This design comes from an exercise in tuning for small area, a short achievable clock period and few clock cycles per item on the open sky130 flow, not from production work. Power figures rest on the tool's default switching activity, not on a simulated workload.

## processor
module processor(
    input [15:0] DIN,
    input Resetn, Clock, Run,
    output reg Done,
    output [15:0] BusWires
    );
==> module addsub, before the edit <==
module addsub(
    input [15:0] a, b,
    input sub,
    output [15:0] p,
    output [15:0] c
    );
wire [15:0] bx = b ^ {16{sub}};
wire [16:0] g0 = {a & bx, sub};      
wire [16:0] p0 = {a ^ bx, 1'b0};
wire [16:0] g1, p1, g2, p2, g3, p3, g4;
genvar k;
generate
    for (k = 0; k < 17; k = k + 1) begin : ks
        if (k >= 1) begin
            assign g1[k] = g0[k] | (p0[k] & g0[k-1]);
            assign p1[k] = p0[k] & p0[k-1];
        end else begin
            assign g1[k] = g0[k];
            assign p1[k] = p0[k];
        end
        if (k >= 2) begin
            assign g2[k] = g1[k] | (p1[k] & g1[k-2]);
            assign p2[k] = p1[k] & p1[k-2];
        end else begin
            assign g2[k] = g1[k];
            assign p2[k] = p1[k];
        end
        if (k >= 4) begin
            assign g3[k] = g2[k] | (p2[k] & g2[k-4]);
            assign p3[k] = p2[k] & p2[k-4];
        end else begin
            assign g3[k] = g2[k];
            assign p3[k] = p2[k];
        end
        if (k >= 8)
            assign g4[k] = g3[k] | (p3[k] & g3[k-8]);
        else
            assign g4[k] = g3[k];
    end
endgenerate
assign p = p0[16:1];
assign c = g4[15:0];
endmodule
==> module sumxor, before the edit <==
module sumxor(
    input [15:0] p, c,
    output [15:0] s
    );
assign s = p ^ c;
endmodule
==> module processor, before the edit <==
module processor(
    input [15:0] DIN,
    input Resetn, Clock, Run,
    output reg Done,
    output [15:0] BusWires
    );
reg [127:0] rf;         
reg         pend;       
reg [2:0]   mvi_rx;     
wire [2:0] rx = DIN[12:10];
wire [2:0] ry = DIN[9:7];
wire is_mvi = ~DIN[14] & DIN[13];    
wire use_x  = ~pend & DIN[14];       
wire sub    = ~pend & DIN[13];       
reg [7:0] xsel, ysel;
integer i;
always @(*)
    for (i = 0; i < 8; i = i + 1) begin
        xsel[i] = use_x && rx == i;
        ysel[i] = !pend && ry == i;
    end
wire [15:0] X, Y;
rdport8 portx(.rf(rf), .sel(xsel), .q(X));
rdport9 porty(.rf(rf), .sel(ysel), .ext(DIN), .ext_sel(pend), .q(Y));
wire [15:0] p, c, wdata;
addsub alu(.a(X), .b(Y), .sub(sub), .p(p), .c(c));
sumxor sum_out(.p(p), .c(c), .s(BusWires));
sumxor sum_reg(.p(p), .c(c), .s(wdata));
always @(*)
    Done = Resetn & (pend | (Run & ~is_mvi));
wire [2:0] wa = pend ? mvi_rx : rx;
always @(posedge Clock) begin
    if (!pend) mvi_rx <= rx;
    pend <= Resetn & ~pend & Run & is_mvi;
    for (i = 0; i < 8; i = i + 1)
        if (Done && wa == i) rf[16*i +: 16] <= wdata;
end
endmodule
clock: 10.0 ns
lec_check: 0
cap_margin: 20
core_margin: 2
core_utilization: 40
setup_slack_margin: 5
slew_margin: 20
synth_hierarchical: 1
standard.sh (not shown) runs the stock make flow with config.mk's settings and CLKGATE_MAP_FILE= SYNTH_SCRIPT=/design/flow/synth_recipe.tcl, a recipe that flattens the netlist after the stock synthesis.
==> flow/flow/run.sh <==
#!/bin/bash
# Standard ORFS layout with these changes:
#  - port buffers are plain buffers (sky130_fd_sc_hd__buf_2), not delay buffers;
#  - clock tree from clkbuf_8 only, without dummy balancing loads;
#  - setup repair limited to the moves: unbuffer,sizeup,swap
set -euo pipefail
bash standard.sh \
  BUFFER_PORTS_ARGS="-buffer_cell sky130_fd_sc_hd__buf_2" \
  CTS_ARGS="-sink_clustering_enable -repair_clock_nets -dont_use_dummy_load -buf_list sky130_fd_sc_hd__clkbuf_8" \
  SETUP_MOVE_SEQUENCE="unbuffer,sizeup,swap" \
  finish > orfs_make.log 2>&1
==> next run, changes <==
==> flow/design.v (replaced) <==
module rdport8(
    input [127:0] rf,
    input [7:0] sel,
    output reg [15:0] q
    );
integer i;
always @(*) begin
    q = 16'd0;
    for (i = 0; i < 8; i = i + 1)
        q = q | (rf[16*i +: 16] & {16{sel[i]}});
end
endmodule
module rdport9(
    input [127:0] rf,
    input [7:0] sel,
    input [15:0] ext,
    input ext_sel,
    output reg [15:0] q
    );
integer i;
always @(*) begin
    q = ext & {16{ext_sel}};
    for (i = 0; i < 8; i = i + 1)
        q = q | (rf[16*i +: 16] & {16{sel[i]}});
end
endmodule
module addsub(
    input [15:0] a, b,
    input cin,
    output [15:0] s
    );
assign s = a + b + {15'd0, cin};
endmodule
module processor(
    input [15:0] DIN,
    input Resetn, Clock, Run,
    output reg Done,
    output [15:0] BusWires
    );
reg [127:0] rf;         
reg         pend;       
reg [2:0]   mvi_rx;     
wire [2:0] rx = DIN[12:10];
wire [2:0] ry = DIN[9:7];
wire is_mvi = ~DIN[14] & DIN[13];    
wire use_x  = ~pend & DIN[14];       
wire sub    = ~pend & DIN[13];       
reg [7:0] xsel, ysel;
integer i;
always @(*)
    for (i = 0; i < 8; i = i + 1) begin
        xsel[i] = use_x && rx == i;
        ysel[i] = ry == i;
    end
wire [15:0] X, Y;
rdport8 portx(.rf(rf), .sel(xsel), .q(X));
rdport8 porty(.rf(rf), .sel(ysel), .q(Y));
wire [15:0] sum;
addsub alu(.a(X), .b(Y ^ {16{sub}}), .cin(sub), .s(sum));
assign BusWires = pend ? DIN : sum;
always @(*)
    Done = Resetn & (pend | (Run & ~is_mvi));
wire [2:0] wa = pend ? mvi_rx : rx;
always @(posedge Clock) begin
    if (!pend) mvi_rx <= rx;
    pend <= Resetn & ~pend & Run & is_mvi;
    for (i = 0; i < 8; i = i + 1)
        if (Done && wa == i) rf[16*i +: 16] <= BusWires;
end
endmodule
Final area fell by 2.1%.
Fmax rose by 4.2%.
Non-clock buffer count rose by 1.
Die area fell by 0.47%.
Clock power is about the same.
Critical path depth rose by 1.
Via count fell by 3.8%.
Setup slack gets better by 0.30 ns.
Flip-flop and latch count does not change.
Global-route usage fell by 2.1 points.
Sequential power fell by about 0.9%.
Routed wire length fell by 7.4%.
Power fell by 3.0%.
No run of this note included a check of the RTL's function; only the layout flow was run.

## what the ideal ports hide
The flow's constraints put no driver on any port. The routed layouts listed below were extracted and timed again, unchanged, in two steps. Step 1, drivers: a clkbuf_16 drives Clock and a buf_2 each remaining input, both assumed. Step 2 times the ports against the registers' clock, not the clock port: input delays grow and output delays shrink by t, the midpoint of the rising clock arrivals with the driver on. Slacks: ideal ports / drivers / drivers and shift; pairs: ideal ports / drivers.
run	t, ns	setup WS [ns]	hold slack, ns	worst setup path at the end
the first run	0.469	2.479 / 2.448 / 2.448	0.489 / 0.489 / 0.489	input to output
the second run	0.474	2.780 / 2.734 / 2.734	0.503 / 0.503 / 0.503	input to output
After both steps setup and hold are still met in every run listed. The setup slack of the second run, which loses most, moves by -0.046 ns with the drivers and by -0.046 ns with both steps.
